Context: an optimization exercise on an open-source flow, tuned for small area. The choices shown serve that exercise and are no tape-out recipe.
The RTL was checked by simulation tests, not by an equivalence proof against the original design.
Power and IR drop assume default switching activity.

## gci_std_display_character
module gci_std_display_character #(
		parameter P_AREA_H = 640,
		parameter P_AREA_V = 480,
		parameter P_AREAA_HV_N = 19,
		parameter P_MEM_ADDR_N = 23
	)(
		input wire iCLOCK,
		input wire inRESET,
		input wire iRESET_SYNC,
		input wire iIF_VALID,
		output wire oIF_BUSY,
		input wire [13:0] iIF_ADDR,	 
		input wire [31:0] iIF_DATA,
		output wire oIF_FINISH,
		output wire oIF_VALID,
		input wire iIF_BUSY,
		output wire [P_MEM_ADDR_N-1:0] oIF_ADDR,
		output wire [23:0] oIF_DATA
	);
Size in the first run: about 800 cells after synthesis, roughly 5700 sq um of cells after synthesis.
clock: 10.0 ns
lec_check: 0
abc_area: 1
cap_margin: 40
core_margin: 2
core_utilization: 30
place_density: 0.45
setup_slack_margin: 0.4
slew_margin: 40
synth_memory_max_bits: 32768
standard.sh (not shown) runs the stock make flow with config.mk's settings and CLKGATE_MAP_FILE= SYNTH_SCRIPT=/design/flow/synth_recipe.tcl, a recipe that flattens the netlist after the stock synthesis.
==> flow/flow/run.sh <==
#!/bin/bash
# Own flow: the standard flow with two changes.
# 1. Synthesis: ORFS's synthesis script as the standard synthesis runs it, but with
#    an area-oriented ABC script (a few are tried, optionally without Yosys's
#    full-adder extraction) in place of ORFS's delay-oriented one; the smallest
#    netlist whose registers are exactly the standard synthesis's is kept.
#    No buffers are added for outputs that share a net (OpenROAD reads the
#    assign statements; the port buffers follow in placement).
# 2. Layout: the smallest buffer on the ports, and a clock tree of clkbuf_8.
set -euo pipefail
W=$(pwd)
R=$W/orfs/results/$FLOW_PLATFORM/gci_std_display_character/base
REP=$W/orfs/reports/$FLOW_PLATFORM/gci_std_display_character/base
bash standard.sh synth > $W/std_synth.log 2>&1
cp $R/1_2_yosys.v $W/std_1_2_yosys.v
cp $R/1_2_yosys.sdc $W/std_1_2_yosys.sdc
cp $REP/synth_stat.txt $W/std_synth_stat.txt
std_area=$(sed -n "s/.*Chip area for module .*: \([0-9.]*\).*/\1/p" $W/std_synth_stat.txt | tail -1)
echo "standard $std_area" > $W/synth_areas.txt
best=""; best_area=$std_area
for s in nfm nf amap; do
  for fa in 0 1 2; do
    t=synth_${s}_fa${fa}
    # fa: 0 = Yosys's adder extraction as is, 1 = none, 2 = full adders only
    xfa="extract_fa {*}[dont_use_extract_fa_args]"
    [[ $fa == 1 ]] && xfa=""
    [[ $fa == 2 ]] && xfa="extract_fa -fa {*}[dont_use_extract_fa_args]"
    sed -e "s#^\(\s*\)extract_fa {\*}\[dont_use_extract_fa_args\]#\1$xfa#" \
        -e "s#^\(\s*\)insbuf -buf #\1\# insbuf -buf #" \
        -e "s#^\(\s*\)log_cmd abc {\*}\$abc_args#\1log_cmd abc -script $W/flow/$s.abc {*}[lrange \$abc_args 2 end]#" \
        $FLOW_HOME/scripts/synth.tcl > $W/$t.tcl
    sed -e "s#^source \$::env(SCRIPTS_DIR)/synth.tcl#source $W/$t.tcl#" $W/synth_recipe.tcl > $W/my_$t.tcl
    rm -f $R/1_2_yosys.v $R/1_2_yosys.sdc $R/1_synth.odb $R/1_synth.sdc
    if bash standard.sh "SYNTH_SCRIPT=$W/my_$t.tcl" $R/1_2_yosys.v > $W/$t.log 2>&1 \
       && cp $R/1_2_yosys.v $W/$t.v && cp $REP/synth_stat.txt $W/$t.stat \
       && python3 $W/flow/same_regs.py $W/std_1_2_yosys.v $W/$t.v > $W/$t.regs 2>&1; then
      a=$(sed -n "s/.*Chip area for module .*: \([0-9.]*\).*/\1/p" $W/$t.stat | tail -1)
      echo "$t $a" >> $W/synth_areas.txt
      # (far smaller than the standard netlist would mean lost logic)
      if python3 -c "import sys; sys.exit(0 if $a < $best_area and $a > 0.5 * $std_area else 1)"; then
        best=$t; best_area=$a
      fi
    fi
  done
done
echo "chosen ${best:-standard} $best_area" >> $W/synth_areas.txt
rm -f $R/1_2_yosys.v $R/1_2_yosys.sdc $R/1_synth.odb $R/1_synth.sdc
if [[ -n "$best" ]]; then cp $W/$best.v $R/1_2_yosys.v; else cp $W/std_1_2_yosys.v $R/1_2_yosys.v; fi
cp $W/std_1_2_yosys.sdc $R/1_2_yosys.sdc
bash standard.sh finish "BUFFER_PORTS_ARGS=-buffer_cell sky130_fd_sc_hd__buf_1" \
  "CTS_ARGS=-sink_clustering_enable -repair_clock_nets -dont_use_dummy_load -buf_list sky130_fd_sc_hd__clkbuf_8 -sink_clustering_size 30" \
  > $W/std_finish.log 2>&1
Other scripts of this flow, unchanged in this note and not shown: flow/flow/amap.abc, flow/flow/nf.abc, flow/flow/nfm.abc, flow/flow/same_regs.py
==> next run, changes <==
- CAP_MARGIN: 40 -> 25
- GPL_TIMING_DRIVEN: not set -> 0
- SLEW_MARGIN: 40 -> 25
=>
- The new run completed with no timing, DRC or antenna violations
- first-iteration DRC count falls by 6.9%
- setup slack gets worse by 0.83 ns
- cell area came out lower by 2.6%
- non-clock buffer count is lower by 29
- total power goes down by 3.3%
- clock-buffer cell count is unchanged
- fmax came out lower by 9.5%
- critical path depth drops by 2
- clock power is about the same
- wire length goes down by 0.53%
==> next run, changes <==
- CAP_MARGIN: 25 -> 30
- SLEW_MARGIN: 25 -> 30
Result: Design area barely changes. Global-route usage falls by 0.17 points. Wire length hardly moves. Non-clock buffer count falls by 1. Core utilization stays flat. Count of clock-buffer cells in the layout does not change.

-- what the ideal ports hide --
The flow's constraints put no driver on any port. The routed layouts listed below were extracted and timed again, unchanged, in two steps.
Step 1, drivers: a clkbuf_16 drives iCLOCK and a buf_2 each remaining input, both assumed.
Step 2 moves the port delays by t, midway between the first and last clock arrival at a register: inputs arrive t later, outputs are due t later. That takes back most of the time a late clock gives input paths.
a / b / c = no drivers / after step 1 / after step 2; a / b = the first two.
run | t (ns) | setup slack, ns | worst slew at a driven data input, ns
the first run | 0.326 | 2.054 / 2.024 / 2.350 | 0.04
the second run | 0.329 | 1.223 / 1.191 / 1.520 | 0.04
the third run | 0.337 | 1.217 / 1.183 / 1.520 | 0.04
After both steps every run listed still meets setup and hold.
